This is an optimization exercise on Yosys and OpenROAD, whose aim is small area, a short achievable clock period and few clock cycles per item, not a production implementation.
Only simulation tests tie the RTL to the original design; equivalence was not proved.
Power is estimated from default activity; no workload was simulated.

==> inputs of build 68 <==
==> flow/design.v <==
`timescale 1ns / 1ps
module rotate_left_vector #(
    parameter N = 125
) (
    input  wire [N-1:0] d_vec,
    input  wire [3:0]   h,
    input  wire [3:0]   m,
    input  wire [3:0]   l,
    output wire [62:0]  out_vector
);
  wire [N+2:0] d = {d_vec, 3'b0};
  reg [77:0] a;
  reg [65:0] b;
  reg [62:0] o;
  integer i;
  always @* begin
    for (i = 0; i < 78; i = i + 1)
      a[77-i] = (h[0] & d[N+2-i]) | (h[1] & d[N+2-i-16]) | (h[2] & d[N+2-i-32]) |
                (h[3] & d[N+2-i-48]);
    for (i = 0; i < 66; i = i + 1)
      b[65-i] = (m[0] & a[77-i]) | (m[1] & a[73-i]) | (m[2] & a[69-i]) | (m[3] & a[65-i]);
    for (i = 0; i < 63; i = i + 1)
      o[62-i] = (l[0] & b[65-i]) | (l[1] & b[64-i]) | (l[2] & b[63-i]) | (l[3] & b[62-i]);
  end
  assign out_vector = o;
endmodule
module double_block (
    input  wire [62:0]  x,
    input  wire [3:0]   h,
    input  wire [3:0]   m,
    input  wire [3:0]   l,
    output wire [124:0] out_vector
);
  reg [124:0] s1, s2, s3;
  reg [124:0] wide;
  integer k;
  always @* begin
    wide = {x, 62'b0};
    for (k = 0; k < 125; k = k + 1) begin
      s1[124-k] = (h[0] & wide[124-k]) |
                  (h[1] & (k >= 16 ? wide[124-k+16] : 1'b0)) |
                  (h[2] & (k >= 32 ? wide[124-k+32] : 1'b0)) |
                  (h[3] & (k >= 48 ? wide[124-k+48] : 1'b0));
    end
    for (k = 0; k < 125; k = k + 1) begin
      s2[124-k] = (m[0] & s1[124-k]) |
                  (m[1] & (k >= 4 ? s1[124-k+4] : 1'b0)) |
                  (m[2] & (k >= 8 ? s1[124-k+8] : 1'b0)) |
                  (m[3] & (k >= 12 ? s1[124-k+12] : 1'b0));
    end
    for (k = 0; k < 125; k = k + 1) begin
      s3[124-k] = (l[0] & s2[124-k]) |
                  (l[1] & (k >= 1 ? s2[124-k+1] : 1'b0)) |
                  (l[2] & (k >= 2 ? s2[124-k+2] : 1'b0)) |
                  (l[3] & (k >= 3 ? s2[124-k+3] : 1'b0));
    end
  end
  assign out_vector = wide | s3;
endmodule
`timescale 1ns / 1ps
module ldpc_encoder (
    input  wire        clk,
    input  wire        rst_n,
    input  wire        start_input,
    input  wire        start_conf_input,
    input  wire [63:0] data_in,
    output wire [63:0] data_out,
    output wire        done
);
  localparam NR = 12;
  localparam NC = 24;
  localparam S_IDLE = 2'd0;
  localparam S_CONF = 2'd1;
  localparam S_ENC = 2'd2;
  reg [1:0] state;
  reg [6:0] cyc;
  reg [1:0] ph;    
  reg f_gshift, f_s1msg, f_tot, f_keep, f_first, f_msgout, f_clr;
  reg done_r;
  reg [3:0] rows;
  reg [4:0] cols;
  reg [5:0] zsz;
  reg [NR*NC*6-1:0] g;
  always @(posedge clk) begin
    if (state == S_IDLE && start_conf_input) begin
      rows <= data_in[3:0];
      cols <= data_in[12:8];
      zsz <= data_in[21:16];
    end
    if (f_gshift) g <= {data_in, g[NR*NC*6-1:64]};
  end
  reg fm_ok, fmode;
  integer fc, fj;
  always @* begin
    fm_ok = (rows >= 4'd3);
    for (fc = 1; fc <= NR - 2; fc = fc + 1)
      for (fj = fc; fj <= NR - 2; fj = fj + 1)
        if (fj + 2 <= rows)
          fm_ok = fm_ok && ((fj == fc) ? (g[(fc*NC+fj)*6+:6] == 6'd0) :
                                         (g[(fc*NC+fj)*6+:6] == 6'h3f));
  end
  always @(posedge clk) fmode <= fm_ok;
  reg [6:0] k_t0;       
  reg [6:0] e_nm;       
  reg [6:0] e_f;        
  reg [6:0] e_lc;       
  reg [6:0] e_ld;       
  reg [6:0] e_kp;       
  reg [6:0] e_mo;       
  reg [6:0] e_last;     
  reg [6:0] k_last;     
  wire [62:0] zmask = ~({63{1'b1}} >> zsz);
  reg [3:0] zh, zm, zl;   
  reg [NC-1:0] oh_r;    
  reg [NC-1:0] oh_r1;   
  reg [NR-1:0] th_r;    
  reg [NR-1:0] p_st;    
  reg [NR-1:0] p_lst;   
  wire [6:0] r7 = {3'b0, rows};
  wire [6:0] c7 = {2'b0, cols};
  wire [6:0] t0_lc = (rows == 4'd1) ? c7 + 7'd3 : c7 + r7 + r7;
  reg fit30, fit53;
  reg [6:0] k30, k53, k76;
  integer r;
  always @(posedge clk) begin
    fit30 <= t0_lc + r7 <= 7'd30;
    fit53 <= t0_lc + r7 <= 7'd53;
    k30 <= 7'd30 - r7;
    k53 <= 7'd53 - r7;
    k76 <= 7'd76 - r7;
    k_t0 <= (fmode || fit30) ? k30 : fit53 ? k53 : k76;
    e_nm <= c7 - r7 - 7'd1;
    e_f <= c7 - r7 + 7'd1;
    e_lc <= c7 + r7 + r7 - 7'd5;
    e_ld <= k_t0 - 7'd2;
    e_kp <= k_t0 + r7 - 7'd4;
    e_mo <= k_t0 + r7 - 7'd2;
    e_last <= k_t0 + c7 - 7'd2;
    k_last <= k_t0 + c7 - 7'd1;
    zh <= 4'b1 << zsz[5:4];
    zm <= 4'b1 << zsz[3:2];
    zl <= 4'b1 << zsz[1:0];
    for (r = 0; r < NC; r = r + 1) begin
      oh_r[r] <= (rows == r);
      oh_r1[r] <= (rows == r + 1);
    end
    for (r = 0; r < NR; r = r + 1) begin
      th_r[r] <= (r < rows);
      p_st[r] <= (fmode || rows == 4'd1) ? (r == 0) : (r == 1);
      p_lst[r] <= fmode ? (rows == r + 2) : (rows == r + 1);
    end
  end
  wire [6:0] c6 = cyc;
  wire n_enc = (state == S_IDLE) ? (start_input && !start_conf_input) :
               (state == S_ENC) && (c6 != k_last);
  wire n_conf = (state == S_IDLE) ? start_conf_input : (state == S_CONF) && (cyc != 7'd28);
  wire n_s1msg = n_enc && c6 <= e_nm;
  wire n_first = n_enc && c6 == e_f;
  wire [1:0] ph_n = n_first ? 2'd0 : (ph == 2'd2) ? 2'd0 : ph + 2'd1;
  wire in_lc = n_enc && !fmode && c6 > e_f && c6 <= e_lc + 7'd1;
  wire n_cbld = in_lc && ph_n == 2'd0 && c6 <= e_lc;
  wire n_s1cb = n_enc && (c6 == e_f + 7'd1 || (in_lc && ph_n == 2'd1));
  wire n_load = n_enc && c6 >= e_ld && c6 < e_mo;
  wire n_tot = n_enc && fmode && c6 == e_ld;
  wire n_keep = n_enc && fmode && c6 > e_ld && c6 <= e_kp;
  wire n_msgout = n_enc && c6 >= e_mo && c6 <= e_last;
  always @(posedge clk or negedge rst_n) begin
    if (!rst_n) begin
      state <= S_IDLE;
      cyc <= 7'd0;
      ph <= 2'd0;
      f_gshift <= 1'b0;
      f_s1msg <= 1'b0;
      f_tot <= 1'b0;
      f_keep <= 1'b0;
      f_first <= 1'b0;
      f_msgout <= 1'b0;
      f_clr <= 1'b0;
      done_r <= 1'b0;
    end else begin
      state <= n_conf ? S_CONF : n_enc ? S_ENC : S_IDLE;
      cyc <= (n_conf || n_enc) ? cyc + 7'd1 : 7'd0;
      ph <= ph_n;
      f_gshift <= n_conf && cyc != 7'd0;
      f_s1msg <= n_s1msg;
      f_tot <= n_tot;
      f_keep <= n_keep;
      f_first <= n_first;
      f_msgout <= n_msgout;
      f_clr <= n_enc && cyc == 7'd0;
      done_r <= n_enc && c6 > e_ld;
    end
  end
  reg [NC-1:0] gsel;    
  reg [NR-1:0] rth;     
  reg [NR-1:0] rmask;   
  reg [NR-1:0] psel;    
  always @(posedge clk) begin
    if (state == S_IDLE || !n_enc) gsel <= oh_r;
    else if (n_s1msg) gsel <= gsel << 1;
    else if (n_s1cb && c6 == e_f + 7'd1) gsel <= oh_r1;
    else if (n_s1cb) gsel <= gsel >> 1;
    if (n_s1cb && c6 == e_f + 7'd1) rth <= th_r & ~12'b1;
    else if (n_s1cb) rth <= rth & (rth >> 1);
    if (n_s1msg) rmask <= th_r;
    else if (n_s1cb && c6 == e_f + 7'd1) rmask <= th_r & ~12'b1;
    else if (n_s1cb) rmask <= rth & (rth >> 1);
    else rmask <= 12'b0;
    if (n_cbld) psel <= rth & ~(rth >> 1);    
    else if (n_enc && c6 == e_ld) psel <= p_st;
    else if (n_load) psel <= (psel & p_lst) != 12'b0 ? 12'b1 : psel << 1;
    else psel <= 12'b0;
  end
  reg [62:0] sr[0:22];
  integer i;
  always @(posedge clk) begin
    sr[0] <= f_s1msg ? data_in[63:1] : sr[22];
    for (i = 1; i < 23; i = i + 1) sr[i] <= sr[i-1];
  end
  reg [62:0] acc[0:NR-1];
  reg [62:0] acc_next[0:NR-1];
  reg [62:0] total;
  reg [62:0] accsel;
  wire [62:0] rot[0:NR-1];
  always @* begin
    total = 63'b0;
    accsel = 63'b0;
    for (r = 0; r < NR; r = r + 1) begin
      acc_next[r] = (acc[r] & {63{~f_clr}}) ^ rot[r];
      total = total ^ acc[r];
      accsel = accsel | ({63{psel[r]}} & acc[r]);
    end
  end
  reg [62:0] cb;
  always @(posedge clk) cb <= (total & {63{f_first}}) | accsel;
  reg [124:0] d_reg;
  reg [3:0] sh[0:NR-1], sm[0:NR-1], sl[0:NR-1];
  reg [62:0] zm_msg;
  always @(posedge clk) zm_msg <= zmask & {63{n_s1msg}};
  wire [62:0] s1_x = (data_in[63:1] & zm_msg) | (cb & zmask);
  wire [124:0] s1_dup;
  double_block u_dbl (
      .x(s1_x),
      .h(zh),
      .m(zm),
      .l(zl),
      .out_vector(s1_dup)
  );
  reg [5:0] gcv;
  integer c;
  always @(posedge clk) begin
    d_reg <= s1_dup;
    for (r = 0; r < NR; r = r + 1) begin
      gcv = 6'd0;
      for (c = 0; c < NC; c = c + 1)
        gcv = gcv | ({6{gsel[c]}} & g[(r*NC+c)*6+:6]);
      sh[r] <= 4'b1 << gcv[5:4];
      sm[r] <= 4'b1 << gcv[3:2];
      sl[r] <= {4{rmask[r] && gcv != 6'h3f}} & (4'b1 << gcv[1:0]);
    end
  end
  genvar gr;
  generate
    for (gr = 0; gr < NR; gr = gr + 1) begin : g_row
      rotate_left_vector #(.N(125)) u_rot (
          .d_vec(d_reg),
          .h(sh[gr]),
          .m(sm[gr]),
          .l(sl[gr]),
          .out_vector(rot[gr])
      );
    end
  endgenerate
  always @(posedge clk) begin
    for (r = 1; r < NR; r = r + 1) acc[r] <= acc_next[r];
    acc[0] <= f_first ? total : acc_next[0];
  end
  reg [62:0] out_reg;
  wire [62:0] p_new = accsel ^ (total & {63{f_tot}}) ^ (out_reg & {63{f_keep}});
  always @(posedge clk) out_reg <= p_new | (sr[4] & {63{f_msgout}});
  assign data_out = {out_reg, 1'b0};
  assign done = done_r;
endmodule
==> flow/flow/run.sh <==
#!/bin/bash
# The standard layout (standard.sh), with these settings changed:
#  - repair_timing aims for 8.0 ns of setup slack instead of 0, so the layout
#    is optimised for speed (the clock period and constraints are unchanged);
#  - the port buffers are sky130_fd_sc_hd__buf_4 rather than the cell the
#    resizer picks by default (a delay cell);
#  - more antenna-repair passes after detailed routing.
# make's full output goes to flow.log in the work folder; ORFS keeps each
# step's log under orfs/logs.
set -euo pipefail
sed "s/CLKGATE_MAP_FILE= /CLKGATE_MAP_FILE= SETUP_SLACK_MARGIN=8.0 MAX_REPAIR_ANTENNAS_ITER_DRT=15 'BUFFER_PORTS_ARGS=-buffer_cell sky130_fd_sc_hd__buf_4' /" \
  standard.sh > standard_tuned.sh
bash standard_tuned.sh > flow.log 2>&1
==> flow/standard.sh <==
#!/bin/bash
# synth_recipe.tcl (not shown) runs the flow's synth.tcl, then flattens the netlist and writes it again
# the make line also repeats each setting of config.mk as NAME=value (left out here)
make -C /OpenROAD-flow-scripts/flow DESIGN_CONFIG=/design/flow/config.mk WORK_HOME=/design/flow/orfs CLKGATE_MAP_FILE= SYNTH_SCRIPT=/design/flow/synth_recipe.tcl "${@:-finish}"
==> flow/config.mk <==
export PLATFORM = sky130hd
export DESIGN_NAME = ldpc_encoder
export DESIGN_NICKNAME = ldpc_encoder
export VERILOG_FILES = /design/flow/design.v
export SDC_FILE = /design/flow/constraint.sdc
export NUM_CORES = 8
export LEC_CHECK = 0
export CAP_MARGIN = 30
export CORE_MARGIN = 2
export CORE_UTILIZATION = 55
export CTS_CLUSTER_DIAMETER = 60
export CTS_CLUSTER_SIZE = 30
export SLEW_MARGIN = 30
==> flow/constraint.sdc <==
create_clock -name core_clock -period 12.0 [get_ports {clk}]
set_input_delay 2.4000 -clock core_clock [delete_from_list [all_inputs] [get_ports {clk}]]
set_output_delay 2.4000 -clock core_clock [all_outputs]
set_load 0.01 [all_outputs]
==> build 6 (differences from build 68) <==
--- a/flow/design.v
+++ b/flow/design.v
@@ -76,3 +76,2 @@
   reg [6:0] cyc;
-  reg [1:0] ph;    
   reg f_gshift, f_s1msg, f_tot, f_keep, f_first, f_msgout, f_clr;
@@ -105,3 +104,3 @@
   reg [6:0] e_f;        
-  reg [6:0] e_lc;       
+  reg [6:0] e_ch;       
   reg [6:0] e_ld;       
@@ -120,16 +119,9 @@
   wire [6:0] c7 = {2'b0, cols};
-  wire [6:0] t0_lc = (rows == 4'd1) ? c7 + 7'd3 : c7 + r7 + r7;
-  reg fit30, fit53;
-  reg [6:0] k30, k53, k76;
   integer r;
   always @(posedge clk) begin
-    fit30 <= t0_lc + r7 <= 7'd30;
-    fit53 <= t0_lc + r7 <= 7'd53;
-    k30 <= 7'd30 - r7;
-    k53 <= 7'd53 - r7;
-    k76 <= 7'd76 - r7;
-    k_t0 <= (fmode || fit30) ? k30 : fit53 ? k53 : k76;
+    if (fmode || rows == 4'd1 || c7 + r7 + r7 <= 7'd28) k_t0 <= 7'd29 - r7;
+    else k_t0 <= 7'd56 - r7;
     e_nm <= c7 - r7 - 7'd1;
     e_f <= c7 - r7 + 7'd1;
-    e_lc <= c7 + r7 + r7 - 7'd5;
+    e_ch <= fmode ? 7'd0 : c7 + r7 - 7'd3;
     e_ld <= k_t0 - 7'd2;
@@ -158,8 +150,7 @@
   wire n_first = n_enc && c6 == e_f;
-  wire [1:0] ph_n = n_first ? 2'd0 : (ph == 2'd2) ? 2'd0 : ph + 2'd1;
-  wire in_lc = n_enc && !fmode && c6 > e_f && c6 <= e_lc + 7'd1;
-  wire n_cbld = in_lc && ph_n == 2'd0 && c6 <= e_lc;
-  wire n_s1cb = n_enc && (c6 == e_f + 7'd1 || (in_lc && ph_n == 2'd1));
+  wire [6:0] d_f = c6 - e_f;
+  wire n_lch = n_enc && !fmode && c6 > e_f && c6 <= e_ch && !d_f[0];
+  wire n_lch0 = n_lch && d_f == 7'd2;
   wire n_load = n_enc && c6 >= e_ld && c6 < e_mo;
-  wire n_tot = n_enc && fmode && c6 == e_ld;
+  wire n_tot = n_first || (n_enc && fmode && c6 == e_ld);
   wire n_keep = n_enc && fmode && c6 > e_ld && c6 <= e_kp;
@@ -170,3 +161,2 @@
       cyc <= 7'd0;
-      ph <= 2'd0;
       f_gshift <= 1'b0;
@@ -182,3 +172,2 @@
       cyc <= (n_conf || n_enc) ? cyc + 7'd1 : 7'd0;
-      ph <= ph_n;
       f_gshift <= n_conf && cyc != 7'd0;
@@ -200,20 +189,21 @@
     else if (n_s1msg) gsel <= gsel << 1;
-    else if (n_s1cb && c6 == e_f + 7'd1) gsel <= oh_r1;
-    else if (n_s1cb) gsel <= gsel >> 1;
-    if (n_s1cb && c6 == e_f + 7'd1) rth <= th_r & ~12'b1;
-    else if (n_s1cb) rth <= rth & (rth >> 1);
+    else if (n_first) gsel <= oh_r1;
+    else if (n_lch) gsel <= gsel >> 1;
+    if (n_first) rth <= th_r & ~12'b1;
+    else if (n_lch) rth <= rth & (rth >> 1);
     if (n_s1msg) rmask <= th_r;
-    else if (n_s1cb && c6 == e_f + 7'd1) rmask <= th_r & ~12'b1;
-    else if (n_s1cb) rmask <= rth & (rth >> 1);
+    else if (n_first) rmask <= th_r & ~12'b1;
+    else if (n_lch) rmask <= rth & (rth >> 1);
     else rmask <= 12'b0;
-    if (n_cbld) psel <= rth & ~(rth >> 1);    
+    if (n_lch0) psel <= oh_r1[NR-1:0];
+    else if (n_lch) psel <= psel >> 1;
     else if (n_enc && c6 == e_ld) psel <= p_st;
     else if (n_load) psel <= (psel & p_lst) != 12'b0 ? 12'b1 : psel << 1;
-    else psel <= 12'b0;
-  end
-  reg [62:0] sr[0:22];
+    else if (!(n_enc && !fmode && c6 > e_f && c6 <= e_ch)) psel <= 12'b0;
+  end
+  reg [62:0] sr[0:26];
   integer i;
   always @(posedge clk) begin
-    sr[0] <= f_s1msg ? data_in[63:1] : sr[22];
-    for (i = 1; i < 23; i = i + 1) sr[i] <= sr[i-1];
+    sr[0] <= f_s1msg ? data_in[63:1] : sr[26];
+    for (i = 1; i < 27; i = i + 1) sr[i] <= sr[i-1];
   end
@@ -233,9 +223,6 @@
   end
-  reg [62:0] cb;
-  always @(posedge clk) cb <= (total & {63{f_first}}) | accsel;
+  wire [62:0] total_g = total & zmask & {63{f_tot}};
   reg [124:0] d_reg;
   reg [3:0] sh[0:NR-1], sm[0:NR-1], sl[0:NR-1];
-  reg [62:0] zm_msg;
-  always @(posedge clk) zm_msg <= zmask & {63{n_s1msg}};
-  wire [62:0] s1_x = (data_in[63:1] & zm_msg) | (cb & zmask);
+  wire [62:0] s1_x = (data_in[63:1] & zmask & {63{f_s1msg}}) | total_g | (accsel & zmask);
   wire [124:0] s1_dup;
@@ -278,4 +265,4 @@
   reg [62:0] out_reg;
-  wire [62:0] p_new = accsel ^ (total & {63{f_tot}}) ^ (out_reg & {63{f_keep}});
-  always @(posedge clk) out_reg <= p_new | (sr[4] & {63{f_msgout}});
+  wire [62:0] p_new = (accsel & zmask) ^ total_g ^ (out_reg & {63{f_keep}});
+  always @(posedge clk) out_reg <= p_new | (sr[26] & {63{f_msgout}});
   assign data_out = {out_reg, 1'b0};
CORE_UTILIZATION = 45   (was 55)
==> build 73 (differences from build 68) <==
--- a/flow/design.v
+++ b/flow/design.v
@@ -77,3 +77,3 @@
   reg [1:0] ph;    
-  reg f_gshift, f_s1msg, f_tot, f_keep, f_first, f_msgout, f_clr;
+  reg f_gshift, f_s1msg, f_s1cb, f_tot, f_keep, f_first, f_msgout, f_clr;
   reg done_r;
@@ -121,12 +121,7 @@
   wire [6:0] t0_lc = (rows == 4'd1) ? c7 + 7'd3 : c7 + r7 + r7;
-  reg fit30, fit53;
-  reg [6:0] k30, k53, k76;
   integer r;
   always @(posedge clk) begin
-    fit30 <= t0_lc + r7 <= 7'd30;
-    fit53 <= t0_lc + r7 <= 7'd53;
-    k30 <= 7'd30 - r7;
-    k53 <= 7'd53 - r7;
-    k76 <= 7'd76 - r7;
-    k_t0 <= (fmode || fit30) ? k30 : fit53 ? k53 : k76;
+    if (fmode || t0_lc + r7 <= 7'd30) k_t0 <= 7'd30 - r7;
+    else if (t0_lc + r7 <= 7'd53) k_t0 <= 7'd53 - r7;
+    else k_t0 <= 7'd76 - r7;
     e_nm <= c7 - r7 - 7'd1;
@@ -173,2 +168,3 @@
       f_s1msg <= 1'b0;
+      f_s1cb <= 1'b0;
       f_tot <= 1'b0;
@@ -185,2 +181,3 @@
       f_s1msg <= n_s1msg;
+      f_s1cb <= n_s1cb;
       f_tot <= n_tot;
@@ -237,5 +234,3 @@
   reg [3:0] sh[0:NR-1], sm[0:NR-1], sl[0:NR-1];
-  reg [62:0] zm_msg;
-  always @(posedge clk) zm_msg <= zmask & {63{n_s1msg}};
-  wire [62:0] s1_x = (data_in[63:1] & zm_msg) | (cb & zmask);
+  wire [62:0] s1_x = ((data_in[63:1] & {63{f_s1msg}}) | (cb & {63{f_s1cb}})) & zmask;
   wire [124:0] s1_dup;
==> comparison table <==
quantity	build 68	build 6	build 73
Status	timing/DRC/antenna clean	timing/DRC/antenna clean	timing/DRC/antenna clean
Total clock buffers created by CTS	360	385	348
Non-clock buffer share	2.42%	3.23%	2.66%
Inverters	158	175	161
Beginning of the critical path	out_reg[37]	psel[2]	f_s1msg
Highest attainable clock frequency	249 MHz	238 MHz	250 MHz
Area enclosed by the die boundary	390000 sq um	482000 sq um	385000 sq um
Final standard cell utilization of the core	60.1%	50.3%	60.2%
Worst reg2reg path startpoint	zsz[5]	psel[2]	f_s1msg
Sequential-to-total area share from yosys stat	52.0%	52.4%	51.9%
Worst-Skew Late Latency	1.06 ns	1.07 ns	1.03 ns
Layout Cells excl Fill	24600	26200	24400
WL met1	364 mm	396 mm	357 mm
Sum of buffers and inverters on the critical path	1	2	2
Sw frac	46.1%	46.3%	46.6%
Share of post-route cells with drive strength above 1	9.10%	11.4%	9.62%
Setup Crit Path Kind	flop to primary output	flop to flop	flop to flop
Sink Count	4619	4724	4539
Iter 0 DRT Violations	41400	35600	43800
Net switching power	0.0307 W	0.0324 W	0.0314 W
Critical path destination	data_out[38]	d_reg[43]	d_reg[82]
Portion of synthesized cell area occupied by the leading cell type	26.7%	27.3%	26.3%
Sequential logic power	0.0290 W	0.0297 W	0.0287 W
Testbench counts of build 68, summed over its fixed seeds: cycles 9,856, items 192.
Testbench counts of build 6, summed over its fixed seeds: cycles 9,664, items 192.
Testbench counts of build 73, summed over its fixed seeds: cycles 9,856, items 192.

## what the ideal ports hide
No port has a modelled driver above. Below, the same layouts with a new extraction and two added sets of constraints. Step 1 sets driving cells, clkbuf_16 on the clock port and buf_2 on the other inputs (assumed; they add their load-dependent delay and slew). Step 2 moves the port delays by t, midway between the first and last clock arrival at a register: inputs arrive t later, outputs are due t later. That takes back most of the time a late clock gives input paths. Three values: ideal, step 1, step 2; two values: the first two.
| run | t, ns | setup slack, ns | worst setup path after step 2 | worst register clock-pin slew, ns | pins driven straight from the clock port |
|---|---|---|---|---|---|
| build 68 | 1.142 | 7.979 / 7.849 / 6.974 | input to register | 0.11 / 0.11 | 1 |
| build 6 | 1.165 | 7.790 / 7.790 / 6.900 | input to register | 0.11 / 0.11 | 1 |
| build 73 | 1.116 | 8.007 / 7.883 / 6.999 | input to register | 0.11 / 0.11 | 1 |
After both steps setup and hold are still met in every run listed. The setup slack of build 73, which loses most, moves by -0.124 ns with the drivers and by -1.008 ns with both steps.
